This design comes from an exercise in tuning for small area, a short achievable clock period and few clock cycles per item on the open sky130 flow, not from production work. The RTL of this run was laid out without a check of its function. Power is estimated from default activity; no workload was simulated.

===== flow/design.v =====
module booth (
    input  wire        clk  ,
    input  wire        rst_n,
    input  wire [15:0] x    ,
    input  wire [15:0] y    ,
    input  wire        start,
    output wire [31:0] z    ,
    output wire        busy
);
assign busy = 1'b0;
wire one0_0, two0_0;
menc0 ue0_0 (.y2(y[1]), .y1(y[0]), .one(one0_0), .two(two0_0));
wire one1_0, two1_0;
menc ue1_0 (.y2(y[3]), .y1(y[2]), .y0(y[1]), .one(one1_0), .two(two1_0));
wire one2_0, two2_0;
menc ue2_0 (.y2(y[5]), .y1(y[4]), .y0(y[3]), .one(one2_0), .two(two2_0));
wire one3_0, two3_0;
menc ue3_0 (.y2(y[7]), .y1(y[6]), .y0(y[5]), .one(one3_0), .two(two3_0));
wire one4_0, two4_0;
menc ue4_0 (.y2(y[9]), .y1(y[8]), .y0(y[7]), .one(one4_0), .two(two4_0));
wire one5_0, two5_0;
menc ue5_0 (.y2(y[11]), .y1(y[10]), .y0(y[9]), .one(one5_0), .two(two5_0));
wire one6_0, two6_0;
menc ue6_0 (.y2(y[13]), .y1(y[12]), .y0(y[11]), .one(one6_0), .two(two6_0));
wire one7_0, two7_0;
menc ue7_0 (.y2(y[15]), .y1(y[14]), .y0(y[13]), .one(one7_0), .two(two7_0));
wire pp0_0;
mbs0 upp0_0 (.xj(x[0]), .one(one0_0), .neg(y[1]), .pp(pp0_0));
wire pp0_1;
mbs upp0_1 (.xj(x[1]), .xm(x[0]), .one(one0_0), .two(two0_0), .neg(y[1]), .pp(pp0_1));
wire pp0_2;
mbs upp0_2 (.xj(x[2]), .xm(x[1]), .one(one0_0), .two(two0_0), .neg(y[1]), .pp(pp0_2));
wire pp0_3;
mbs upp0_3 (.xj(x[3]), .xm(x[2]), .one(one0_0), .two(two0_0), .neg(y[1]), .pp(pp0_3));
wire pp0_4;
mbs upp0_4 (.xj(x[4]), .xm(x[3]), .one(one0_0), .two(two0_0), .neg(y[1]), .pp(pp0_4));
wire pp0_5;
mbs upp0_5 (.xj(x[5]), .xm(x[4]), .one(one0_0), .two(two0_0), .neg(y[1]), .pp(pp0_5));
wire pp0_6;
mbs upp0_6 (.xj(x[6]), .xm(x[5]), .one(one0_0), .two(two0_0), .neg(y[1]), .pp(pp0_6));
wire pp0_7;
mbs upp0_7 (.xj(x[7]), .xm(x[6]), .one(one0_0), .two(two0_0), .neg(y[1]), .pp(pp0_7));
wire pp0_8;
mbs upp0_8 (.xj(x[8]), .xm(x[7]), .one(one0_0), .two(two0_0), .neg(y[1]), .pp(pp0_8));
wire pp0_9;
mbs upp0_9 (.xj(x[9]), .xm(x[8]), .one(one0_0), .two(two0_0), .neg(y[1]), .pp(pp0_9));
wire pp0_10;
mbs upp0_10 (.xj(x[10]), .xm(x[9]), .one(one0_0), .two(two0_0), .neg(y[1]), .pp(pp0_10));
wire pp0_11;
mbs upp0_11 (.xj(x[11]), .xm(x[10]), .one(one0_0), .two(two0_0), .neg(y[1]), .pp(pp0_11));
wire pp0_12;
mbs upp0_12 (.xj(x[12]), .xm(x[11]), .one(one0_0), .two(two0_0), .neg(y[1]), .pp(pp0_12));
wire pp0_13;
mbs upp0_13 (.xj(x[13]), .xm(x[12]), .one(one0_0), .two(two0_0), .neg(y[1]), .pp(pp0_13));
wire pp0_14;
mbs upp0_14 (.xj(x[14]), .xm(x[13]), .one(one0_0), .two(two0_0), .neg(y[1]), .pp(pp0_14));
wire pp0_15;
mbs upp0_15 (.xj(x[15]), .xm(x[14]), .one(one0_0), .two(two0_0), .neg(y[1]), .pp(pp0_15));
wire pp0_16;
mbsn upp0_16 (.xj(x[15]), .xm(x[15]), .one(one0_0), .two(two0_0), .neg(y[1]), .pp(pp0_16));
wire s0n;
minv us0n (.a(pp0_16), .y(s0n));
wire pp1_0;
mbs0 upp1_0 (.xj(x[0]), .one(one1_0), .neg(y[3]), .pp(pp1_0));
wire pp1_1;
mbs upp1_1 (.xj(x[1]), .xm(x[0]), .one(one1_0), .two(two1_0), .neg(y[3]), .pp(pp1_1));
wire pp1_2;
mbs upp1_2 (.xj(x[2]), .xm(x[1]), .one(one1_0), .two(two1_0), .neg(y[3]), .pp(pp1_2));
wire pp1_3;
mbs upp1_3 (.xj(x[3]), .xm(x[2]), .one(one1_0), .two(two1_0), .neg(y[3]), .pp(pp1_3));
wire pp1_4;
mbs upp1_4 (.xj(x[4]), .xm(x[3]), .one(one1_0), .two(two1_0), .neg(y[3]), .pp(pp1_4));
wire pp1_5;
mbs upp1_5 (.xj(x[5]), .xm(x[4]), .one(one1_0), .two(two1_0), .neg(y[3]), .pp(pp1_5));
wire pp1_6;
mbs upp1_6 (.xj(x[6]), .xm(x[5]), .one(one1_0), .two(two1_0), .neg(y[3]), .pp(pp1_6));
wire pp1_7;
mbs upp1_7 (.xj(x[7]), .xm(x[6]), .one(one1_0), .two(two1_0), .neg(y[3]), .pp(pp1_7));
wire pp1_8;
mbs upp1_8 (.xj(x[8]), .xm(x[7]), .one(one1_0), .two(two1_0), .neg(y[3]), .pp(pp1_8));
wire pp1_9;
mbs upp1_9 (.xj(x[9]), .xm(x[8]), .one(one1_0), .two(two1_0), .neg(y[3]), .pp(pp1_9));
wire pp1_10;
mbs upp1_10 (.xj(x[10]), .xm(x[9]), .one(one1_0), .two(two1_0), .neg(y[3]), .pp(pp1_10));
wire pp1_11;
mbs upp1_11 (.xj(x[11]), .xm(x[10]), .one(one1_0), .two(two1_0), .neg(y[3]), .pp(pp1_11));
wire pp1_12;
mbs upp1_12 (.xj(x[12]), .xm(x[11]), .one(one1_0), .two(two1_0), .neg(y[3]), .pp(pp1_12));
wire pp1_13;
mbs upp1_13 (.xj(x[13]), .xm(x[12]), .one(one1_0), .two(two1_0), .neg(y[3]), .pp(pp1_13));
wire pp1_14;
mbs upp1_14 (.xj(x[14]), .xm(x[13]), .one(one1_0), .two(two1_0), .neg(y[3]), .pp(pp1_14));
wire pp1_15;
mbs upp1_15 (.xj(x[15]), .xm(x[14]), .one(one1_0), .two(two1_0), .neg(y[3]), .pp(pp1_15));
wire pp1_16;
mbsn upp1_16 (.xj(x[15]), .xm(x[15]), .one(one1_0), .two(two1_0), .neg(y[3]), .pp(pp1_16));
wire pp2_0;
mbs0 upp2_0 (.xj(x[0]), .one(one2_0), .neg(y[5]), .pp(pp2_0));
wire pp2_1;
mbs upp2_1 (.xj(x[1]), .xm(x[0]), .one(one2_0), .two(two2_0), .neg(y[5]), .pp(pp2_1));
wire pp2_2;
mbs upp2_2 (.xj(x[2]), .xm(x[1]), .one(one2_0), .two(two2_0), .neg(y[5]), .pp(pp2_2));
wire pp2_3;
mbs upp2_3 (.xj(x[3]), .xm(x[2]), .one(one2_0), .two(two2_0), .neg(y[5]), .pp(pp2_3));
wire pp2_4;
mbs upp2_4 (.xj(x[4]), .xm(x[3]), .one(one2_0), .two(two2_0), .neg(y[5]), .pp(pp2_4));
wire pp2_5;
mbs upp2_5 (.xj(x[5]), .xm(x[4]), .one(one2_0), .two(two2_0), .neg(y[5]), .pp(pp2_5));
wire pp2_6;
mbs upp2_6 (.xj(x[6]), .xm(x[5]), .one(one2_0), .two(two2_0), .neg(y[5]), .pp(pp2_6));
wire pp2_7;
mbs upp2_7 (.xj(x[7]), .xm(x[6]), .one(one2_0), .two(two2_0), .neg(y[5]), .pp(pp2_7));
wire pp2_8;
mbs upp2_8 (.xj(x[8]), .xm(x[7]), .one(one2_0), .two(two2_0), .neg(y[5]), .pp(pp2_8));
wire pp2_9;
mbs upp2_9 (.xj(x[9]), .xm(x[8]), .one(one2_0), .two(two2_0), .neg(y[5]), .pp(pp2_9));
wire pp2_10;
mbs upp2_10 (.xj(x[10]), .xm(x[9]), .one(one2_0), .two(two2_0), .neg(y[5]), .pp(pp2_10));
wire pp2_11;
mbs upp2_11 (.xj(x[11]), .xm(x[10]), .one(one2_0), .two(two2_0), .neg(y[5]), .pp(pp2_11));
wire pp2_12;
mbs upp2_12 (.xj(x[12]), .xm(x[11]), .one(one2_0), .two(two2_0), .neg(y[5]), .pp(pp2_12));
wire pp2_13;
mbs upp2_13 (.xj(x[13]), .xm(x[12]), .one(one2_0), .two(two2_0), .neg(y[5]), .pp(pp2_13));
wire pp2_14;
mbs upp2_14 (.xj(x[14]), .xm(x[13]), .one(one2_0), .two(two2_0), .neg(y[5]), .pp(pp2_14));
wire pp2_15;
mbs upp2_15 (.xj(x[15]), .xm(x[14]), .one(one2_0), .two(two2_0), .neg(y[5]), .pp(pp2_15));
wire pp2_16;
mbsn upp2_16 (.xj(x[15]), .xm(x[15]), .one(one2_0), .two(two2_0), .neg(y[5]), .pp(pp2_16));
wire pp3_0;
mbs0 upp3_0 (.xj(x[0]), .one(one3_0), .neg(y[7]), .pp(pp3_0));
wire pp3_1;
mbs upp3_1 (.xj(x[1]), .xm(x[0]), .one(one3_0), .two(two3_0), .neg(y[7]), .pp(pp3_1));
wire pp3_2;
mbs upp3_2 (.xj(x[2]), .xm(x[1]), .one(one3_0), .two(two3_0), .neg(y[7]), .pp(pp3_2));
wire pp3_3;
mbs upp3_3 (.xj(x[3]), .xm(x[2]), .one(one3_0), .two(two3_0), .neg(y[7]), .pp(pp3_3));
wire pp3_4;
mbs upp3_4 (.xj(x[4]), .xm(x[3]), .one(one3_0), .two(two3_0), .neg(y[7]), .pp(pp3_4));
wire pp3_5;
mbs upp3_5 (.xj(x[5]), .xm(x[4]), .one(one3_0), .two(two3_0), .neg(y[7]), .pp(pp3_5));
wire pp3_6;
mbs upp3_6 (.xj(x[6]), .xm(x[5]), .one(one3_0), .two(two3_0), .neg(y[7]), .pp(pp3_6));
wire pp3_7;
mbs upp3_7 (.xj(x[7]), .xm(x[6]), .one(one3_0), .two(two3_0), .neg(y[7]), .pp(pp3_7));
wire pp3_8;
mbs upp3_8 (.xj(x[8]), .xm(x[7]), .one(one3_0), .two(two3_0), .neg(y[7]), .pp(pp3_8));
wire pp3_9;
mbs upp3_9 (.xj(x[9]), .xm(x[8]), .one(one3_0), .two(two3_0), .neg(y[7]), .pp(pp3_9));
wire pp3_10;
mbs upp3_10 (.xj(x[10]), .xm(x[9]), .one(one3_0), .two(two3_0), .neg(y[7]), .pp(pp3_10));
wire pp3_11;
mbs upp3_11 (.xj(x[11]), .xm(x[10]), .one(one3_0), .two(two3_0), .neg(y[7]), .pp(pp3_11));
wire pp3_12;
mbs upp3_12 (.xj(x[12]), .xm(x[11]), .one(one3_0), .two(two3_0), .neg(y[7]), .pp(pp3_12));
wire pp3_13;
mbs upp3_13 (.xj(x[13]), .xm(x[12]), .one(one3_0), .two(two3_0), .neg(y[7]), .pp(pp3_13));
wire pp3_14;
mbs upp3_14 (.xj(x[14]), .xm(x[13]), .one(one3_0), .two(two3_0), .neg(y[7]), .pp(pp3_14));
wire pp3_15;
mbs upp3_15 (.xj(x[15]), .xm(x[14]), .one(one3_0), .two(two3_0), .neg(y[7]), .pp(pp3_15));
wire pp3_16;
mbsn upp3_16 (.xj(x[15]), .xm(x[15]), .one(one3_0), .two(two3_0), .neg(y[7]), .pp(pp3_16));
wire pp4_0;
mbs0 upp4_0 (.xj(x[0]), .one(one4_0), .neg(y[9]), .pp(pp4_0));
wire pp4_1;
mbs upp4_1 (.xj(x[1]), .xm(x[0]), .one(one4_0), .two(two4_0), .neg(y[9]), .pp(pp4_1));
wire pp4_2;
mbs upp4_2 (.xj(x[2]), .xm(x[1]), .one(one4_0), .two(two4_0), .neg(y[9]), .pp(pp4_2));
wire pp4_3;
mbs upp4_3 (.xj(x[3]), .xm(x[2]), .one(one4_0), .two(two4_0), .neg(y[9]), .pp(pp4_3));
wire pp4_4;
mbs upp4_4 (.xj(x[4]), .xm(x[3]), .one(one4_0), .two(two4_0), .neg(y[9]), .pp(pp4_4));
wire pp4_5;
mbs upp4_5 (.xj(x[5]), .xm(x[4]), .one(one4_0), .two(two4_0), .neg(y[9]), .pp(pp4_5));
wire pp4_6;
mbs upp4_6 (.xj(x[6]), .xm(x[5]), .one(one4_0), .two(two4_0), .neg(y[9]), .pp(pp4_6));
wire pp4_7;
mbs upp4_7 (.xj(x[7]), .xm(x[6]), .one(one4_0), .two(two4_0), .neg(y[9]), .pp(pp4_7));
wire pp4_8;
mbs upp4_8 (.xj(x[8]), .xm(x[7]), .one(one4_0), .two(two4_0), .neg(y[9]), .pp(pp4_8));
wire pp4_9;
mbs upp4_9 (.xj(x[9]), .xm(x[8]), .one(one4_0), .two(two4_0), .neg(y[9]), .pp(pp4_9));
wire pp4_10;
mbs upp4_10 (.xj(x[10]), .xm(x[9]), .one(one4_0), .two(two4_0), .neg(y[9]), .pp(pp4_10));
wire pp4_11;
mbs upp4_11 (.xj(x[11]), .xm(x[10]), .one(one4_0), .two(two4_0), .neg(y[9]), .pp(pp4_11));
wire pp4_12;
mbs upp4_12 (.xj(x[12]), .xm(x[11]), .one(one4_0), .two(two4_0), .neg(y[9]), .pp(pp4_12));
wire pp4_13;
mbs upp4_13 (.xj(x[13]), .xm(x[12]), .one(one4_0), .two(two4_0), .neg(y[9]), .pp(pp4_13));
wire pp4_14;
mbs upp4_14 (.xj(x[14]), .xm(x[13]), .one(one4_0), .two(two4_0), .neg(y[9]), .pp(pp4_14));
wire pp4_15;
mbs upp4_15 (.xj(x[15]), .xm(x[14]), .one(one4_0), .two(two4_0), .neg(y[9]), .pp(pp4_15));
wire pp4_16;
mbsn upp4_16 (.xj(x[15]), .xm(x[15]), .one(one4_0), .two(two4_0), .neg(y[9]), .pp(pp4_16));
wire pp5_0;
mbs0 upp5_0 (.xj(x[0]), .one(one5_0), .neg(y[11]), .pp(pp5_0));
wire pp5_1;
mbs upp5_1 (.xj(x[1]), .xm(x[0]), .one(one5_0), .two(two5_0), .neg(y[11]), .pp(pp5_1));
wire pp5_2;
mbs upp5_2 (.xj(x[2]), .xm(x[1]), .one(one5_0), .two(two5_0), .neg(y[11]), .pp(pp5_2));
wire pp5_3;
mbs upp5_3 (.xj(x[3]), .xm(x[2]), .one(one5_0), .two(two5_0), .neg(y[11]), .pp(pp5_3));
wire pp5_4;
mbs upp5_4 (.xj(x[4]), .xm(x[3]), .one(one5_0), .two(two5_0), .neg(y[11]), .pp(pp5_4));
wire pp5_5;
mbs upp5_5 (.xj(x[5]), .xm(x[4]), .one(one5_0), .two(two5_0), .neg(y[11]), .pp(pp5_5));
wire pp5_6;
mbs upp5_6 (.xj(x[6]), .xm(x[5]), .one(one5_0), .two(two5_0), .neg(y[11]), .pp(pp5_6));
wire pp5_7;
mbs upp5_7 (.xj(x[7]), .xm(x[6]), .one(one5_0), .two(two5_0), .neg(y[11]), .pp(pp5_7));
wire pp5_8;
mbs upp5_8 (.xj(x[8]), .xm(x[7]), .one(one5_0), .two(two5_0), .neg(y[11]), .pp(pp5_8));
wire pp5_9;
mbs upp5_9 (.xj(x[9]), .xm(x[8]), .one(one5_0), .two(two5_0), .neg(y[11]), .pp(pp5_9));
wire pp5_10;
mbs upp5_10 (.xj(x[10]), .xm(x[9]), .one(one5_0), .two(two5_0), .neg(y[11]), .pp(pp5_10));
wire pp5_11;
mbs upp5_11 (.xj(x[11]), .xm(x[10]), .one(one5_0), .two(two5_0), .neg(y[11]), .pp(pp5_11));
wire pp5_12;
mbs upp5_12 (.xj(x[12]), .xm(x[11]), .one(one5_0), .two(two5_0), .neg(y[11]), .pp(pp5_12));
wire pp5_13;
mbs upp5_13 (.xj(x[13]), .xm(x[12]), .one(one5_0), .two(two5_0), .neg(y[11]), .pp(pp5_13));
wire pp5_14;
mbs upp5_14 (.xj(x[14]), .xm(x[13]), .one(one5_0), .two(two5_0), .neg(y[11]), .pp(pp5_14));
wire pp5_15;
mbs upp5_15 (.xj(x[15]), .xm(x[14]), .one(one5_0), .two(two5_0), .neg(y[11]), .pp(pp5_15));
wire pp5_16;
mbsn upp5_16 (.xj(x[15]), .xm(x[15]), .one(one5_0), .two(two5_0), .neg(y[11]), .pp(pp5_16));
wire pp6_0;
mbs0 upp6_0 (.xj(x[0]), .one(one6_0), .neg(y[13]), .pp(pp6_0));
wire pp6_1;
mbs upp6_1 (.xj(x[1]), .xm(x[0]), .one(one6_0), .two(two6_0), .neg(y[13]), .pp(pp6_1));
wire pp6_2;
mbs upp6_2 (.xj(x[2]), .xm(x[1]), .one(one6_0), .two(two6_0), .neg(y[13]), .pp(pp6_2));
wire pp6_3;
mbs upp6_3 (.xj(x[3]), .xm(x[2]), .one(one6_0), .two(two6_0), .neg(y[13]), .pp(pp6_3));
wire pp6_4;
mbs upp6_4 (.xj(x[4]), .xm(x[3]), .one(one6_0), .two(two6_0), .neg(y[13]), .pp(pp6_4));
wire pp6_5;
mbs upp6_5 (.xj(x[5]), .xm(x[4]), .one(one6_0), .two(two6_0), .neg(y[13]), .pp(pp6_5));
wire pp6_6;
mbs upp6_6 (.xj(x[6]), .xm(x[5]), .one(one6_0), .two(two6_0), .neg(y[13]), .pp(pp6_6));
wire pp6_7;
mbs upp6_7 (.xj(x[7]), .xm(x[6]), .one(one6_0), .two(two6_0), .neg(y[13]), .pp(pp6_7));
wire pp6_8;
mbs upp6_8 (.xj(x[8]), .xm(x[7]), .one(one6_0), .two(two6_0), .neg(y[13]), .pp(pp6_8));
wire pp6_9;
mbs upp6_9 (.xj(x[9]), .xm(x[8]), .one(one6_0), .two(two6_0), .neg(y[13]), .pp(pp6_9));
wire pp6_10;
mbs upp6_10 (.xj(x[10]), .xm(x[9]), .one(one6_0), .two(two6_0), .neg(y[13]), .pp(pp6_10));
wire pp6_11;
mbs upp6_11 (.xj(x[11]), .xm(x[10]), .one(one6_0), .two(two6_0), .neg(y[13]), .pp(pp6_11));
wire pp6_12;
mbs upp6_12 (.xj(x[12]), .xm(x[11]), .one(one6_0), .two(two6_0), .neg(y[13]), .pp(pp6_12));
wire pp6_13;
mbs upp6_13 (.xj(x[13]), .xm(x[12]), .one(one6_0), .two(two6_0), .neg(y[13]), .pp(pp6_13));
wire pp6_14;
mbs upp6_14 (.xj(x[14]), .xm(x[13]), .one(one6_0), .two(two6_0), .neg(y[13]), .pp(pp6_14));
wire pp6_15;
mbs upp6_15 (.xj(x[15]), .xm(x[14]), .one(one6_0), .two(two6_0), .neg(y[13]), .pp(pp6_15));
wire pp6_16;
mbsn upp6_16 (.xj(x[15]), .xm(x[15]), .one(one6_0), .two(two6_0), .neg(y[13]), .pp(pp6_16));
wire pp7_0;
mbs0 upp7_0 (.xj(x[0]), .one(one7_0), .neg(y[15]), .pp(pp7_0));
wire pp7_1;
mbs upp7_1 (.xj(x[1]), .xm(x[0]), .one(one7_0), .two(two7_0), .neg(y[15]), .pp(pp7_1));
wire pp7_2;
mbs upp7_2 (.xj(x[2]), .xm(x[1]), .one(one7_0), .two(two7_0), .neg(y[15]), .pp(pp7_2));
wire pp7_3;
mbs upp7_3 (.xj(x[3]), .xm(x[2]), .one(one7_0), .two(two7_0), .neg(y[15]), .pp(pp7_3));
wire pp7_4;
mbs upp7_4 (.xj(x[4]), .xm(x[3]), .one(one7_0), .two(two7_0), .neg(y[15]), .pp(pp7_4));
wire pp7_5;
mbs upp7_5 (.xj(x[5]), .xm(x[4]), .one(one7_0), .two(two7_0), .neg(y[15]), .pp(pp7_5));
wire pp7_6;
mbs upp7_6 (.xj(x[6]), .xm(x[5]), .one(one7_0), .two(two7_0), .neg(y[15]), .pp(pp7_6));
wire pp7_7;
mbs upp7_7 (.xj(x[7]), .xm(x[6]), .one(one7_0), .two(two7_0), .neg(y[15]), .pp(pp7_7));
wire pp7_8;
mbs upp7_8 (.xj(x[8]), .xm(x[7]), .one(one7_0), .two(two7_0), .neg(y[15]), .pp(pp7_8));
wire pp7_9;
mbs upp7_9 (.xj(x[9]), .xm(x[8]), .one(one7_0), .two(two7_0), .neg(y[15]), .pp(pp7_9));
wire pp7_10;
mbs upp7_10 (.xj(x[10]), .xm(x[9]), .one(one7_0), .two(two7_0), .neg(y[15]), .pp(pp7_10));
wire pp7_11;
mbs upp7_11 (.xj(x[11]), .xm(x[10]), .one(one7_0), .two(two7_0), .neg(y[15]), .pp(pp7_11));
wire pp7_12;
mbs upp7_12 (.xj(x[12]), .xm(x[11]), .one(one7_0), .two(two7_0), .neg(y[15]), .pp(pp7_12));
wire pp7_13;
mbs upp7_13 (.xj(x[13]), .xm(x[12]), .one(one7_0), .two(two7_0), .neg(y[15]), .pp(pp7_13));
wire pp7_14;
mbs upp7_14 (.xj(x[14]), .xm(x[13]), .one(one7_0), .two(two7_0), .neg(y[15]), .pp(pp7_14));
wire pp7_15;
mbs upp7_15 (.xj(x[15]), .xm(x[14]), .one(one7_0), .two(two7_0), .neg(y[15]), .pp(pp7_15));
wire pp7_16;
mbsn upp7_16 (.xj(x[15]), .xm(x[15]), .one(one7_0), .two(two7_0), .neg(y[15]), .pp(pp7_16));
wire s1, c2;
mha us1 (.a(y[3]), .b(pp0_2), .s(s1), .co(c2));
wire s3, c4;
mha us3 (.a(pp0_3), .b(pp1_1), .s(s3), .co(c4));
wire s5, c6;
mfa us5 (.a(y[5]), .b(pp0_4), .c(pp1_2), .s(s5), .co(c6));
wire s7, c8;
mha us7 (.a(pp2_0), .b(c4), .s(s7), .co(c8));
wire s9, c10;
mfa us9 (.a(pp0_5), .b(pp1_3), .c(pp2_1), .s(s9), .co(c10));
wire s11, c12;
mha us11 (.a(c6), .b(c8), .s(s11), .co(c12));
wire s13, c14;
mfa us13 (.a(y[7]), .b(pp0_6), .c(pp1_4), .s(s13), .co(c14));
wire s15, c16;
mfa us15 (.a(pp2_2), .b(pp3_0), .c(c10), .s(s15), .co(c16));
wire s17, c18;
mha us17 (.a(s13), .b(c12), .s(s17), .co(c18));
wire s19, c20;
mfa us19 (.a(pp0_7), .b(pp1_5), .c(pp2_3), .s(s19), .co(c20));
wire s21, c22;
mfa us21 (.a(pp3_1), .b(c14), .c(s19), .s(s21), .co(c22));
wire s23, c24;
mha us23 (.a(c16), .b(c18), .s(s23), .co(c24));
wire s25, c26;
mfa us25 (.a(y[9]), .b(pp0_8), .c(pp1_6), .s(s25), .co(c26));
wire s27, c28;
mfa us27 (.a(pp2_4), .b(pp3_2), .c(pp4_0), .s(s27), .co(c28));
wire s29, c30;
mfa us29 (.a(c20), .b(s25), .c(s27), .s(s29), .co(c30));
wire s31, c32;
mha us31 (.a(c22), .b(s29), .s(s31), .co(c32));
wire s33, c34;
mfa us33 (.a(pp0_9), .b(pp1_7), .c(pp2_5), .s(s33), .co(c34));
wire s35, c36;
mfa us35 (.a(pp3_3), .b(pp4_1), .c(c26), .s(s35), .co(c36));
wire s37, c38;
mfa us37 (.a(c28), .b(s33), .c(s35), .s(s37), .co(c38));
wire s39, c40;
mha us39 (.a(c30), .b(c32), .s(s39), .co(c40));
wire s41, c42;
mfa us41 (.a(y[11]), .b(pp0_10), .c(pp1_8), .s(s41), .co(c42));
wire s43, c44;
mfa us43 (.a(pp2_6), .b(pp3_4), .c(pp4_2), .s(s43), .co(c44));
wire s45, c46;
mfa us45 (.a(pp5_0), .b(c34), .c(s41), .s(s45), .co(c46));
wire s47, c48;
mfa us47 (.a(s43), .b(c36), .c(s45), .s(s47), .co(c48));
wire s49, c50;
mha us49 (.a(c38), .b(c40), .s(s49), .co(c50));
wire s51, c52;
mfa us51 (.a(pp0_11), .b(pp1_9), .c(pp2_7), .s(s51), .co(c52));
wire s53, c54;
mfa us53 (.a(pp3_5), .b(pp4_3), .c(pp5_1), .s(s53), .co(c54));
wire s55, c56;
mfa us55 (.a(c42), .b(c44), .c(s51), .s(s55), .co(c56));
wire s57, c58;
mfa us57 (.a(s53), .b(c46), .c(s55), .s(s57), .co(c58));
wire s59, c60;
mha us59 (.a(c48), .b(s57), .s(s59), .co(c60));
wire s61, c62;
mfa us61 (.a(y[13]), .b(pp0_12), .c(pp1_10), .s(s61), .co(c62));
wire s63, c64;
mfa us63 (.a(pp2_8), .b(pp3_6), .c(pp4_4), .s(s63), .co(c64));
wire s65, c66;
mfa us65 (.a(pp5_2), .b(pp6_0), .c(c52), .s(s65), .co(c66));
wire s67, c68;
mfa us67 (.a(c54), .b(s61), .c(s63), .s(s67), .co(c68));
wire s69, c70;
mfa us69 (.a(s65), .b(c56), .c(s67), .s(s69), .co(c70));
wire s71, c72;
mha us71 (.a(c58), .b(s69), .s(s71), .co(c72));
wire s73, c74;
mfa us73 (.a(pp0_13), .b(pp1_11), .c(pp2_9), .s(s73), .co(c74));
wire s75, c76;
mfa us75 (.a(pp3_7), .b(pp4_5), .c(pp5_3), .s(s75), .co(c76));
wire s77, c78;
mfa us77 (.a(pp6_1), .b(c62), .c(c64), .s(s77), .co(c78));
wire s79, c80;
mfa us79 (.a(s73), .b(s75), .c(c66), .s(s79), .co(c80));
wire s81, c82;
mfa us81 (.a(s77), .b(c68), .c(s79), .s(s81), .co(c82));
wire s83, c84;
mha us83 (.a(c70), .b(c72), .s(s83), .co(c84));
wire s85, c86;
mfa us85 (.a(y[15]), .b(pp0_14), .c(pp1_12), .s(s85), .co(c86));
wire s87, c88;
mfa us87 (.a(pp2_10), .b(pp3_8), .c(pp4_6), .s(s87), .co(c88));
wire s89, c90;
mfa us89 (.a(pp5_4), .b(pp6_2), .c(pp7_0), .s(s89), .co(c90));
wire s91, c92;
mfa us91 (.a(c74), .b(c76), .c(s85), .s(s91), .co(c92));
wire s93, c94;
mfa us93 (.a(s87), .b(s89), .c(c78), .s(s93), .co(c94));
wire s95, c96;
mfa us95 (.a(s91), .b(c80), .c(s93), .s(s95), .co(c96));
wire s97, c98;
mha us97 (.a(c82), .b(s95), .s(s97), .co(c98));
wire s99, c100;
mfa us99 (.a(pp0_15), .b(pp1_13), .c(pp2_11), .s(s99), .co(c100));
wire s101, c102;
mfa us101 (.a(pp3_9), .b(pp4_7), .c(pp5_5), .s(s101), .co(c102));
wire s103, c104;
mfa us103 (.a(pp6_3), .b(pp7_1), .c(c86), .s(s103), .co(c104));
wire s105, c106;
mfa us105 (.a(c88), .b(c90), .c(s99), .s(s105), .co(c106));
wire s107, c108;
mfa us107 (.a(s101), .b(s103), .c(c92), .s(s107), .co(c108));
wire s109, c110;
mfa us109 (.a(s105), .b(c94), .c(s107), .s(s109), .co(c110));
wire s111, c112;
mha us111 (.a(c96), .b(s109), .s(s111), .co(c112));
wire s113, c114;
mfa us113 (.a(s0n), .b(pp1_14), .c(pp2_12), .s(s113), .co(c114));
wire s115, c116;
mfa us115 (.a(pp3_10), .b(pp4_8), .c(pp5_6), .s(s115), .co(c116));
wire s117, c118;
mfa us117 (.a(pp6_4), .b(pp7_2), .c(c100), .s(s117), .co(c118));
wire s119, c120;
mfa us119 (.a(c102), .b(s113), .c(s115), .s(s119), .co(c120));
wire s121, c122;
mfa us121 (.a(c104), .b(s117), .c(c106), .s(s121), .co(c122));
wire s123, c124;
mfa us123 (.a(s119), .b(c108), .c(s121), .s(s123), .co(c124));
wire s125, c126;
mha us125 (.a(c110), .b(s123), .s(s125), .co(c126));
wire s127, c128;
mfa us127 (.a(s0n), .b(pp1_15), .c(pp2_13), .s(s127), .co(c128));
wire s129, c130;
mfa us129 (.a(pp3_11), .b(pp4_9), .c(pp5_7), .s(s129), .co(c130));
wire s131, c132;
mfa us131 (.a(pp6_5), .b(pp7_3), .c(c114), .s(s131), .co(c132));
wire s133, c134;
mfa us133 (.a(c116), .b(s127), .c(s129), .s(s133), .co(c134));
wire s135, c136;
mfa us135 (.a(c118), .b(s131), .c(c120), .s(s135), .co(c136));
wire s137, c138;
mfa us137 (.a(s133), .b(c122), .c(s135), .s(s137), .co(c138));
wire s139, c140;
mha us139 (.a(c124), .b(s137), .s(s139), .co(c140));
wire s141, c142;
mfa us141 (.a(pp0_16), .b(pp1_16), .c(pp2_14), .s(s141), .co(c142));
wire s143, c144;
mfa us143 (.a(pp3_12), .b(pp4_10), .c(pp5_8), .s(s143), .co(c144));
wire s145, c146;
mfa us145 (.a(pp6_6), .b(pp7_4), .c(c128), .s(s145), .co(c146));
wire s147, c148;
mfa us147 (.a(c130), .b(s141), .c(s143), .s(s147), .co(c148));
wire s149, c150;
mfa us149 (.a(c132), .b(s145), .c(c134), .s(s149), .co(c150));
wire s151, c152;
mfa us151 (.a(s147), .b(c136), .c(s149), .s(s151), .co(c152));
wire s153, c154;
mha us153 (.a(c138), .b(s151), .s(s153), .co(c154));
wire s155;
minv us155 (.a(pp2_15), .y(s155));
wire s156, c157;
mfa us156 (.a(pp3_13), .b(pp4_11), .c(pp5_9), .s(s156), .co(c157));
wire s158, c159;
mfa us158 (.a(pp6_7), .b(pp7_5), .c(s155), .s(s158), .co(c159));
wire s160, c161;
mfa us160 (.a(c142), .b(c144), .c(s156), .s(s160), .co(c161));
wire s162, c163;
mfa us162 (.a(s158), .b(c146), .c(c148), .s(s162), .co(c163));
wire s164, c165;
mfa us164 (.a(s160), .b(c150), .c(s162), .s(s164), .co(c165));
wire s166, c167;
mha us166 (.a(c152), .b(s164), .s(s166), .co(c167));
wire s168, c169;
mfa us168 (.a(pp2_16), .b(pp3_14), .c(pp4_12), .s(s168), .co(c169));
wire s170, c171;
mfa us170 (.a(pp5_10), .b(pp6_8), .c(pp7_6), .s(s170), .co(c171));
wire s172, c173;
mfa us172 (.a(pp2_15), .b(c157), .c(s168), .s(s172), .co(c173));
wire s174, c175;
mfa us174 (.a(s170), .b(c159), .c(c161), .s(s174), .co(c175));
wire s176, c177;
mfa us176 (.a(s172), .b(c163), .c(s174), .s(s176), .co(c177));
wire s178, c179;
mha us178 (.a(c165), .b(s176), .s(s178), .co(c179));
wire s180;
minv us180 (.a(pp3_15), .y(s180));
wire s181, c182;
mfa us181 (.a(pp4_13), .b(pp5_11), .c(pp6_9), .s(s181), .co(c182));
wire s183, c184;
mfa us183 (.a(pp7_7), .b(s180), .c(c169), .s(s183), .co(c184));
wire s185, c186;
mfa us185 (.a(c171), .b(s181), .c(s183), .s(s185), .co(c186));
wire s187, c188;
mfa us187 (.a(c173), .b(c175), .c(s185), .s(s187), .co(c188));
wire s189, c190;
mha us189 (.a(c177), .b(s187), .s(s189), .co(c190));
wire s191, c192;
mfa us191 (.a(pp3_16), .b(pp4_14), .c(pp5_12), .s(s191), .co(c192));
wire s193, c194;
mfa us193 (.a(pp6_10), .b(pp7_8), .c(pp3_15), .s(s193), .co(c194));
wire s195, c196;
mfa us195 (.a(c182), .b(s191), .c(s193), .s(s195), .co(c196));
wire s197, c198;
mfa us197 (.a(c184), .b(s195), .c(c186), .s(s197), .co(c198));
wire s199, c200;
mha us199 (.a(c188), .b(s197), .s(s199), .co(c200));
wire s201;
minv us201 (.a(pp4_15), .y(s201));
wire s202, c203;
mfa us202 (.a(pp5_13), .b(pp6_11), .c(pp7_9), .s(s202), .co(c203));
wire s204, c205;
mfa us204 (.a(s201), .b(c192), .c(c194), .s(s204), .co(c205));
wire s206, c207;
mfa us206 (.a(s202), .b(s204), .c(c196), .s(s206), .co(c207));
wire s208, c209;
mha us208 (.a(s206), .b(c198), .s(s208), .co(c209));
wire s210, c211;
mfa us210 (.a(pp4_16), .b(pp5_14), .c(pp6_12), .s(s210), .co(c211));
wire s212, c213;
mfa us212 (.a(pp7_10), .b(pp4_15), .c(c203), .s(s212), .co(c213));
wire s214, c215;
mfa us214 (.a(s210), .b(c205), .c(s212), .s(s214), .co(c215));
wire s216, c217;
mha us216 (.a(c207), .b(s214), .s(s216), .co(c217));
wire s218;
minv us218 (.a(pp5_15), .y(s218));
wire s219, c220;
mfa us219 (.a(pp6_13), .b(pp7_11), .c(s218), .s(s219), .co(c220));
wire s221, c222;
mfa us221 (.a(c211), .b(s219), .c(c213), .s(s221), .co(c222));
wire s223, c224;
mha us223 (.a(c215), .b(s221), .s(s223), .co(c224));
wire s225, c226;
mfa us225 (.a(pp5_16), .b(pp6_14), .c(pp7_12), .s(s225), .co(c226));
wire s227, c228;
mfa us227 (.a(pp5_15), .b(s225), .c(c220), .s(s227), .co(c228));
wire s229, c230;
mha us229 (.a(s227), .b(c222), .s(s229), .co(c230));
wire s231;
minv us231 (.a(pp6_15), .y(s231));
wire s232, c233;
mfa us232 (.a(pp7_13), .b(s231), .c(c226), .s(s232), .co(c233));
wire s234, c235;
mha us234 (.a(s232), .b(c228), .s(s234), .co(c235));
wire s236, c237;
mfa us236 (.a(pp6_16), .b(pp7_14), .c(pp6_15), .s(s236), .co(c237));
wire s238, c239;
mha us238 (.a(s236), .b(c233), .s(s238), .co(c239));
wire s240;
minv us240 (.a(pp7_15), .y(s240));
wire s241, c242;
mha us241 (.a(s240), .b(c237), .s(s241), .co(c242));
wire s243, c244;
mha us243 (.a(pp7_16), .b(pp7_15), .s(s243), .co(c244));
wire s245;
minv us245 (.a(c244), .y(s245));
wire lp246, lg247;
mha ulp246 (.a(pp0_0), .b(y[1]), .s(lp246), .co(lg247));
wire lp248, lg249;
mha ulp248 (.a(pp1_0), .b(s1), .s(lp248), .co(lg249));
wire lp250, lg251;
mha ulp250 (.a(c2), .b(s3), .s(lp250), .co(lg251));
wire lp252, lg253;
mha ulp252 (.a(s5), .b(s7), .s(lp252), .co(lg253));
wire lp254, lg255;
mha ulp254 (.a(s9), .b(s11), .s(lp254), .co(lg255));
wire lp256, lg257;
mha ulp256 (.a(s15), .b(s17), .s(lp256), .co(lg257));
wire lp258, lg259;
mha ulp258 (.a(s21), .b(s23), .s(lp258), .co(lg259));
wire lp260, lg261;
mha ulp260 (.a(c24), .b(s31), .s(lp260), .co(lg261));
wire lp262, lg263;
mha ulp262 (.a(s37), .b(s39), .s(lp262), .co(lg263));
wire lp264, lg265;
mha ulp264 (.a(s47), .b(s49), .s(lp264), .co(lg265));
wire lq266;
mand ulq266 (.a(lp248), .b(pp0_1), .y(lq266));
wire lg267;
mao ulg267 (.g1(lg253), .p1(lp252), .g0(lg251), .g(lg267));
wire lq268;
mand ulq268 (.a(lp252), .b(lp250), .y(lq268));
wire lg269;
mao ulg269 (.g1(lg257), .p1(lp256), .g0(lg255), .g(lg269));
wire lq270;
mand ulq270 (.a(lp256), .b(lp254), .y(lq270));
wire lg271;
mao ulg271 (.g1(lg261), .p1(lp260), .g0(lg259), .g(lg271));
wire lq272;
mand ulq272 (.a(lp260), .b(lp258), .y(lq272));
wire lg273;
mao ulg273 (.g1(lg265), .p1(lp264), .g0(lg263), .g(lg273));
wire lq274;
mand ulq274 (.a(lp264), .b(lp262), .y(lq274));
wire lg275;
mao ulg275 (.g1(lg249), .p1(lq266), .g0(lg247), .g(lg275));
wire lg276;
mao ulg276 (.g1(lg269), .p1(lq270), .g0(lg267), .g(lg276));
wire lq277;
mand ulq277 (.a(lq270), .b(lq268), .y(lq277));
wire lg278;
mao ulg278 (.g1(lg273), .p1(lq274), .g0(lg271), .g(lg278));
wire lq279;
mand ulq279 (.a(lq274), .b(lq272), .y(lq279));
wire lg280;
mao ulg280 (.g1(lg276), .p1(lq277), .g0(lg275), .g(lg280));
wire lg281;
mao ulg281 (.g1(lg278), .p1(lq279), .g0(lg280), .g(lg281));
wire lg282;
mao ulg282 (.g1(lg267), .p1(lq268), .g0(lg275), .g(lg282));
wire lg283;
mao ulg283 (.g1(lg271), .p1(lq272), .g0(lg280), .g(lg283));
wire la284;
mand ula284 (.a(pp0_1), .b(lg247), .y(la284));
wire lg285;
mao ulg285 (.g1(lg251), .p1(lp250), .g0(lg275), .g(lg285));
wire lg286;
mao ulg286 (.g1(lg255), .p1(lp254), .g0(lg282), .g(lg286));
wire lg287;
mao ulg287 (.g1(lg259), .p1(lp258), .g0(lg280), .g(lg287));
wire lg288;
mao ulg288 (.g1(lg263), .p1(lp262), .g0(lg283), .g(lg288));
wire ls289;
mxor uls289 (.a(pp0_1), .b(lg247), .y(ls289));
wire ls290;
mxor uls290 (.a(lp248), .b(la284), .y(ls290));
wire ls291;
mxor uls291 (.a(lp250), .b(lg275), .y(ls291));
wire ls292;
mxor uls292 (.a(lp252), .b(lg285), .y(ls292));
wire ls293;
mxor uls293 (.a(lp254), .b(lg282), .y(ls293));
wire ls294;
mxor uls294 (.a(lp256), .b(lg286), .y(ls294));
wire ls295;
mxor uls295 (.a(lp258), .b(lg280), .y(ls295));
wire ls296;
mxor uls296 (.a(lp260), .b(lg287), .y(ls296));
wire ls297;
mxor uls297 (.a(lp262), .b(lg283), .y(ls297));
wire ls298;
mxor uls298 (.a(lp264), .b(lg288), .y(ls298));
reg [11:0] qlo;
reg [20:0] qa;
reg [19:0] qb;
wire hp299, hg300;
mha uhp299 (.a(qa[0]), .b(qb[0]), .s(hp299), .co(hg300));
wire hp301, hg302;
mha uhp301 (.a(qa[1]), .b(qb[1]), .s(hp301), .co(hg302));
wire hp303, hg304;
mha uhp303 (.a(qa[2]), .b(qb[2]), .s(hp303), .co(hg304));
wire hp305, hg306;
mha uhp305 (.a(qa[3]), .b(qb[3]), .s(hp305), .co(hg306));
wire hp307, hg308;
mha uhp307 (.a(qa[4]), .b(qb[4]), .s(hp307), .co(hg308));
wire hp309, hg310;
mha uhp309 (.a(qa[5]), .b(qb[5]), .s(hp309), .co(hg310));
wire hp311, hg312;
mha uhp311 (.a(qa[6]), .b(qb[6]), .s(hp311), .co(hg312));
wire hp313, hg314;
mha uhp313 (.a(qa[7]), .b(qb[7]), .s(hp313), .co(hg314));
wire hp315, hg316;
mha uhp315 (.a(qa[8]), .b(qb[8]), .s(hp315), .co(hg316));
wire hp317, hg318;
mha uhp317 (.a(qa[9]), .b(qb[9]), .s(hp317), .co(hg318));
wire hp319, hg320;
mha uhp319 (.a(qa[10]), .b(qb[10]), .s(hp319), .co(hg320));
wire hp321, hg322;
mha uhp321 (.a(qa[11]), .b(qb[11]), .s(hp321), .co(hg322));
wire hp323, hg324;
mha uhp323 (.a(qa[12]), .b(qb[12]), .s(hp323), .co(hg324));
wire hp325, hg326;
mha uhp325 (.a(qa[13]), .b(qb[13]), .s(hp325), .co(hg326));
wire hp327, hg328;
mha uhp327 (.a(qa[14]), .b(qb[14]), .s(hp327), .co(hg328));
wire hp329, hg330;
mha uhp329 (.a(qa[15]), .b(qb[15]), .s(hp329), .co(hg330));
wire hp331, hg332;
mha uhp331 (.a(qa[16]), .b(qb[16]), .s(hp331), .co(hg332));
wire hp333, hg334;
mha uhp333 (.a(qa[17]), .b(qb[17]), .s(hp333), .co(hg334));
wire hp335, hg336;
mha uhp335 (.a(qa[18]), .b(qb[18]), .s(hp335), .co(hg336));
wire hp337, hg338;
mha uhp337 (.a(qa[19]), .b(qb[19]), .s(hp337), .co(hg338));
wire hg339;
mao uhg339 (.g1(hg300), .p1(hp299), .g0(qlo[11]), .g(hg339));
wire hg340;
mao uhg340 (.g1(hg304), .p1(hp303), .g0(hg302), .g(hg340));
wire hq341;
mand uhq341 (.a(hp303), .b(hp301), .y(hq341));
wire hg342;
mao uhg342 (.g1(hg308), .p1(hp307), .g0(hg306), .g(hg342));
wire hq343;
mand uhq343 (.a(hp307), .b(hp305), .y(hq343));
wire hg344;
mao uhg344 (.g1(hg312), .p1(hp311), .g0(hg310), .g(hg344));
wire hq345;
mand uhq345 (.a(hp311), .b(hp309), .y(hq345));
wire hg346;
mao uhg346 (.g1(hg316), .p1(hp315), .g0(hg314), .g(hg346));
wire hq347;
mand uhq347 (.a(hp315), .b(hp313), .y(hq347));
wire hg348;
mao uhg348 (.g1(hg320), .p1(hp319), .g0(hg318), .g(hg348));
wire hq349;
mand uhq349 (.a(hp319), .b(hp317), .y(hq349));
wire hg350;
mao uhg350 (.g1(hg324), .p1(hp323), .g0(hg322), .g(hg350));
wire hq351;
mand uhq351 (.a(hp323), .b(hp321), .y(hq351));
wire hg352;
mao uhg352 (.g1(hg328), .p1(hp327), .g0(hg326), .g(hg352));
wire hq353;
mand uhq353 (.a(hp327), .b(hp325), .y(hq353));
wire hg354;
mao uhg354 (.g1(hg332), .p1(hp331), .g0(hg330), .g(hg354));
wire hq355;
mand uhq355 (.a(hp331), .b(hp329), .y(hq355));
wire hg356;
mao uhg356 (.g1(hg336), .p1(hp335), .g0(hg334), .g(hg356));
wire hq357;
mand uhq357 (.a(hp335), .b(hp333), .y(hq357));
wire ha358;
mand uha358 (.a(qa[20]), .b(hg338), .y(ha358));
wire hq359;
mand uhq359 (.a(qa[20]), .b(hp337), .y(hq359));
wire hg360;
mao uhg360 (.g1(hg340), .p1(hq341), .g0(hg339), .g(hg360));
wire hg361;
mao uhg361 (.g1(hg344), .p1(hq345), .g0(hg342), .g(hg361));
wire hq362;
mand uhq362 (.a(hq345), .b(hq343), .y(hq362));
wire hg363;
mao uhg363 (.g1(hg348), .p1(hq349), .g0(hg346), .g(hg363));
wire hq364;
mand uhq364 (.a(hq349), .b(hq347), .y(hq364));
wire hg365;
mao uhg365 (.g1(hg352), .p1(hq353), .g0(hg350), .g(hg365));
wire hq366;
mand uhq366 (.a(hq353), .b(hq351), .y(hq366));
wire hg367;
mao uhg367 (.g1(hg356), .p1(hq357), .g0(hg354), .g(hg367));
wire hq368;
mand uhq368 (.a(hq357), .b(hq355), .y(hq368));
wire hg369;
mao uhg369 (.g1(hg361), .p1(hq362), .g0(hg360), .g(hg369));
wire hg370;
mao uhg370 (.g1(hg365), .p1(hq366), .g0(hg363), .g(hg370));
wire hq371;
mand uhq371 (.a(hq366), .b(hq364), .y(hq371));
wire hg372;
mao uhg372 (.g1(hg370), .p1(hq371), .g0(hg369), .g(hg372));
wire hg373;
mao uhg373 (.g1(hg363), .p1(hq364), .g0(hg369), .g(hg373));
wire hg374;
mao uhg374 (.g1(hg367), .p1(hq368), .g0(hg372), .g(hg374));
wire hg375;
mao uhg375 (.g1(hg342), .p1(hq343), .g0(hg360), .g(hg375));
wire hg376;
mao uhg376 (.g1(hg346), .p1(hq347), .g0(hg369), .g(hg376));
wire hg377;
mao uhg377 (.g1(hg350), .p1(hq351), .g0(hg373), .g(hg377));
wire hg378;
mao uhg378 (.g1(hg354), .p1(hq355), .g0(hg372), .g(hg378));
wire hg379;
mao uhg379 (.g1(ha358), .p1(hq359), .g0(hg374), .g(hg379));
wire hg380;
mao uhg380 (.g1(hg302), .p1(hp301), .g0(hg339), .g(hg380));
wire hg381;
mao uhg381 (.g1(hg306), .p1(hp305), .g0(hg360), .g(hg381));
wire hg382;
mao uhg382 (.g1(hg310), .p1(hp309), .g0(hg375), .g(hg382));
wire hg383;
mao uhg383 (.g1(hg314), .p1(hp313), .g0(hg369), .g(hg383));
wire hg384;
mao uhg384 (.g1(hg318), .p1(hp317), .g0(hg376), .g(hg384));
wire hg385;
mao uhg385 (.g1(hg322), .p1(hp321), .g0(hg373), .g(hg385));
wire hg386;
mao uhg386 (.g1(hg326), .p1(hp325), .g0(hg377), .g(hg386));
wire hg387;
mao uhg387 (.g1(hg330), .p1(hp329), .g0(hg372), .g(hg387));
wire hg388;
mao uhg388 (.g1(hg334), .p1(hp333), .g0(hg378), .g(hg388));
wire hg389;
mao uhg389 (.g1(hg338), .p1(hp337), .g0(hg374), .g(hg389));
wire hs390;
mxor uhs390 (.a(hp299), .b(qlo[11]), .y(hs390));
wire hs391;
mxor uhs391 (.a(hp301), .b(hg339), .y(hs391));
wire hs392;
mxor uhs392 (.a(hp303), .b(hg380), .y(hs392));
wire hs393;
mxor uhs393 (.a(hp305), .b(hg360), .y(hs393));
wire hs394;
mxor uhs394 (.a(hp307), .b(hg381), .y(hs394));
wire hs395;
mxor uhs395 (.a(hp309), .b(hg375), .y(hs395));
wire hs396;
mxor uhs396 (.a(hp311), .b(hg382), .y(hs396));
wire hs397;
mxor uhs397 (.a(hp313), .b(hg369), .y(hs397));
wire hs398;
mxor uhs398 (.a(hp315), .b(hg383), .y(hs398));
wire hs399;
mxor uhs399 (.a(hp317), .b(hg376), .y(hs399));
wire hs400;
mxor uhs400 (.a(hp319), .b(hg384), .y(hs400));
wire hs401;
mxor uhs401 (.a(hp321), .b(hg373), .y(hs401));
wire hs402;
mxor uhs402 (.a(hp323), .b(hg385), .y(hs402));
wire hs403;
mxor uhs403 (.a(hp325), .b(hg377), .y(hs403));
wire hs404;
mxor uhs404 (.a(hp327), .b(hg386), .y(hs404));
wire hs405;
mxor uhs405 (.a(hp329), .b(hg372), .y(hs405));
wire hs406;
mxor uhs406 (.a(hp331), .b(hg387), .y(hs406));
wire hs407;
mxor uhs407 (.a(hp333), .b(hg378), .y(hs407));
wire hs408;
mxor uhs408 (.a(hp335), .b(hg388), .y(hs408));
wire hs409;
mxor uhs409 (.a(hp337), .b(hg374), .y(hs409));
wire hs410;
mxor uhs410 (.a(qa[20]), .b(hg389), .y(hs410));
assign z = {hs410, hs409, hs408, hs407, hs406, hs405, hs404, hs403, hs402, hs401, hs400, hs399, hs398, hs397, hs396, hs395, hs394, hs393, hs392, hs391, hs390, qlo[10], qlo[9], qlo[8], qlo[7], qlo[6], qlo[5], qlo[4], qlo[3], qlo[2], qlo[1], qlo[0]};
always @(posedge clk)
    if (start) begin
        qlo <= {lg281, ls298, ls297, ls296, ls295, ls294, ls293, ls292, ls291, ls290, ls289, lp246};
        qa <= {s245, c242, c239, c235, c230, c224, c217, c209, c200, c190, c179, c167, c154, c140, c126, c112, c98, c84, s81, c60, c50};
        qb <= {s243, s241, s238, s234, s229, s223, s216, s208, s199, s189, s178, s166, s153, s139, s125, s111, s97, s83, s71, s59};
    end
endmodule
module menc (input wire y2, input wire y1, input wire y0, output wire one, output wire two);
assign one = y1 ^ y0;
assign two = (y2 & ~y1 & ~y0) | (~y2 & y1 & y0);
endmodule
module menc0 (input wire y2, input wire y1, output wire one, output wire two);
assign one = y1;
assign two = y2 & ~y1;
endmodule
module mbs (input wire xj, input wire xm, input wire one, input wire two, input wire neg, output wire pp);
assign pp = ((one & xj) | (two & xm)) ^ neg;
endmodule
module mbs0 (input wire xj, input wire one, input wire neg, output wire pp);
assign pp = (one & xj) ^ neg;
endmodule
module mbsn (input wire xj, input wire xm, input wire one, input wire two, input wire neg, output wire pp);
assign pp = ~(((one & xj) | (two & xm)) ^ neg);
endmodule
module mfa (input wire a, input wire b, input wire c, output wire s, output wire co);
assign s  = a ^ b ^ c;
assign co = (a & b) | (a & c) | (b & c);
endmodule
module mha (input wire a, input wire b, output wire s, output wire co);
assign s  = a ^ b;
assign co = a & b;
endmodule
module minv (input wire a, output wire y);
assign y = ~a;
endmodule
module mand (input wire a, input wire b, output wire y);
assign y = a & b;
endmodule
module mxor (input wire a, input wire b, output wire y);
assign y = a ^ b;
endmodule
module mao (input wire g1, input wire p1, input wire g0, output wire g);
assign g = g1 | (p1 & g0);
endmodule

===== flow/constraint.sdc =====
create_clock -name core_clock -period 4.0 [get_ports {clk}]
set_input_delay 0.8000 -clock core_clock [delete_from_list [all_inputs] [get_ports {clk}]]
set_output_delay 0.8000 -clock core_clock [all_outputs]
set_load 0.01 [all_outputs]

===== flow/flow/run.sh =====
#!/bin/bash
set -euo pipefail
export BUFFER_PORTS_ARGS="-buffer_cell sky130_fd_sc_hd__buf_2"
export PRE_FLOORPLAN_TCL="$PWD/flow/downsize.tcl"
bash standard.sh > standard.log 2>&1

===== flow/config.mk =====
export PLATFORM = sky130hd
export DESIGN_NAME = booth
export DESIGN_NICKNAME = booth
export VERILOG_FILES = /design/flow/design.v
export SDC_FILE = /design/flow/constraint.sdc
export NUM_CORES = 4
export LEC_CHECK = 0
export CAP_MARGIN = 20
export CORE_MARGIN = 2
export CORE_UTILIZATION = 40
export SLEW_MARGIN = 20
export SYNTH_HIERARCHICAL = 1
export SYNTH_MINIMUM_KEEP_SIZE = 0

===== flow/standard.sh =====
#!/bin/bash
# synth_recipe.tcl (not shown) runs the flow's synth.tcl, then flattens the netlist and writes it again
# the make line also repeats each setting of config.mk as NAME=value (left out here)
make -C /OpenROAD-flow-scripts/flow DESIGN_CONFIG=/design/flow/config.mk WORK_HOME=/design/flow/orfs CLKGATE_MAP_FILE= SYNTH_SCRIPT=/design/flow/synth_recipe.tcl "${@:-finish}"

===== flow/flow/downsize.tcl =====
# Start the layout from the smallest drive strength of each combinational
# cell that synthesis picked; timing repair later sizes up what it needs.
set db [ord::get_db]
set block [ord::get_db_block]
set n 0
foreach inst [$block getInsts] {
  set m [[$inst getMaster] getName]
  if {![regexp {^(sky130_fd_sc_hd__([a-z0-9]+))_([0-9]+)$} $m -> base short drive]} { continue }
  if {[regexp {^(s?e?df|dl|conb|tap|fill|decap|clk)} $short]} { continue }
  foreach d {0 1 2} {
    if {$d >= $drive} { break }
    set cand ${base}_$d
    set cm [$db findMaster $cand]
    if {$cm eq "NULL" || $cm eq ""} { continue }
    replace_cell [$inst getName] $cand
    incr n
    break
  }
}
puts "downsize.tcl: resized $n instances"

==> impl_metrics.py <==
metrics = {
    "place": {
        "dp.cells": 988,
        "io_buffers": 65,
        "hpwl_um": 14900,
        "gp_congestion": 0.912,
    },
    "cts": {
        "numCtsBuffers": 5,
        "clock_sink_count": 53,
        "cts_tree": "yes",
        "htree_levels": 2,
        "clk_pin_slew_ns": 0.07,
        "cts_root_buf": "clkbuf_16",
        "cts.path.max_buffers": 2,
        "cts_hold_buf": 0,
    },
    "sta": {
        "slew_violations": 0,
        "final_hold_viol_count": 0,
        "max_freq_ghz": 0.252,
        "finalCritPeriodShare_pct": 99.1,
        "rsz0062_at_grt": "true",
        "worst_slew_pin_slew_ns": 0.624,
        "setup_viol": 0,
        "fin_crit_ns": 3.96,
        "hold-worst-slack_ns": 1.05,
        "relSlewSlack_pct": 58.4,
    },
    "route": {
        "vias": 5595,
        "ant_nets": 0,
        "drt_iter0_drc": 380,
        "totalWireLength_um": 19200,
        "drc": 0,
        "viasPerCell": 5.57,
        "firstDrtPassIters": 6,
        "wire_per_inst_um": 19.1,
    },
    "run": {
        "maxCapViolations": 0,
    },
    "worst_setup_path": {
        "worstPathRequired_ns": 4.06,
        "crit_chain": "buf_4, nand2b_4, o22ai_4, buf_4, a22oi_2, xnor2_1, fa_1, fa_1, ha_1, ha_1, ha_4, ha_4, and2_0, a21o_1, a21o_1",
        "critPathLaunchType": "input pin",
        "cp_top_family": "adder cells",
        "arrival_ns": 4.02,
        "crit_type": "input pin to flip-flop",
        "crit_fanout": 4,
        "endpoint_kind": "flip-flop",
        "cp_slowest_cell": "fa_1",
        "cpPeakStageDelay_ns": 0.47,
        "critPathBufInv": 2,
    },
    "power_and_ir_drop": {
        "p_clk_share_pct": 6.5,
        "power_switching_mw": 2.83,
        "max-vdd-ir-drop_mv": 0.450,
        "p_leak_nw": 3.80,
        "p_comb_share_pct": 74.5,
        "swShare_pct": 42.3,
        "seq_power_share_pct": 18.9,
        "cellPowerDensity_nw_per_um2": 730,
        "total_power_mw": 6.71,
        "p_int_mw": 3.87,
    },
    "global_route": {
        "grt_pass1_wl_um": 31100,
        "grt_pass1_vias": 5897,
        "grt_util_all_layers_pct": 20.0,
        "grt_max_degree": 32,
        "grt_overflow": 0,
        "antenna_found_initial": 0,
    },
    "min_path": {
        "hp-class": "input pin to flip-flop",
    },
    "cells_and_area": {
        "final_common_cell": "xnor2_1",
        "fill_cells": 1591,
        "drive_above_1_share_pct": 26.0,
        "final_cell_mix": "xnor2_1, a22oi_1, fa_1",
        "nNetsFinal": 959,
        "final_cells": 1005,
        "multi_input_area_um2": 6010,
        "antenna_cells": 0,
        "seq_area_um2": 1590,
    },
    "floorplanning": {
        "die_area_um2": 19700,
        "boundaryPins": 68,
        "start_util_pct": 41.1,
        "die_x_um": 140,
        "die_h_um": 140,
        "core_um2": 18100,
        "rows": 49,
    },
    "synth": {
        "yosysWarnings": 7,
        "postSynthCellCount": 648,
        "syn-num-nets": 832,
    },
    "status": {
        "status": "timing/DRC/antenna clean",
    },
}
==> metal layers <==
metal  global-route usage, %  part of all wire [%]
met1                    28.1                    45
met2                    32.9                    48
met3                    2.97                   5.7
met4                    4.36                   1.0
met5                       0                     0
==> final timing paths <==
path	slack, ns	depth (start not counted)	endpoint	start
max	0.04	15	qlo[11]$_DFFE_PP_	y[2]
min	1.05	1	qa[17]$_DFFE_PP_	start
==> timing repair <==
item                                    CTS  global route
pin swaps                                 6            38
cloned                                    0             1
resized for setup                         9            37
endpoints found under the setup margin    7            15
setup buffers                             3             6
==> cell type report <==
cell class              instances  area share [%]
well taps                     229            3.12
clock inverters                 1          0.0817
repair buffers                154            12.3
flip-flops and latches         53            17.3
inverters                       8           0.327
clock buffers                   7            1.44
multi-input cells             553            65.4
==> metrics by stage <==
step / setup TNS [ns] / setup WS, ns / cell area, um^2 / util [%]
CTS: 0 / 0.00667 / 8980 / 49.6
floorplan: -0.0961 / -0.0961 / 7610 / -
global route: -0.0667 / -0.0344 / 9180 / 50.8
detailed placement: -6.70 / -0.369 / 8770 / 48.5
global placement: -5.93 / -0.346 / 8770 / 48.5
finish: 0 / 0.0367 / 9180 / 50.8
==> power groups by stage <==
stage               logic [mW]  registers (mW)  clock network (mW)
CTS                       5.01            1.27               0.457
floorplan                 3.54            1.26                   0
detailed placement        4.93            1.29                   0
global route              5.70            1.30               0.472
finish                    5.00            1.27               0.439
global placement          4.77            1.28                   0
==> sequential cells by signal (all words and copies together), names as in the netlist <==
register	count
qlo	12
qa	21
qb	20

[re-timing with driven ports]
How much do the figures lean on ideal ports? The routed layout below was timed once more, with nothing changed but the port constraints. Step 1, drivers: a clkbuf_16 drives clk and a buf_2 each remaining input, both assumed. Step 2 also shifts input and output timing later by t, the mid clock arrival at the registers, as if the neighbouring blocks saw the same clock. a / b / c = no drivers / after step 1 / after step 2; a / b = the first two.
t (ns): 0.348
slack for setup (ns): 0.037 / 0.061 / -0.287
worst hold slack (ns): 1.051 / 1.023 / 1.230
worst slew at a driven data input, ns: 0.08
With both steps, setup timing fails in this run, where it was met with ideal ports. The setup slack of this run moves by +0.024 ns with the drivers and by -0.324 ns with both steps.
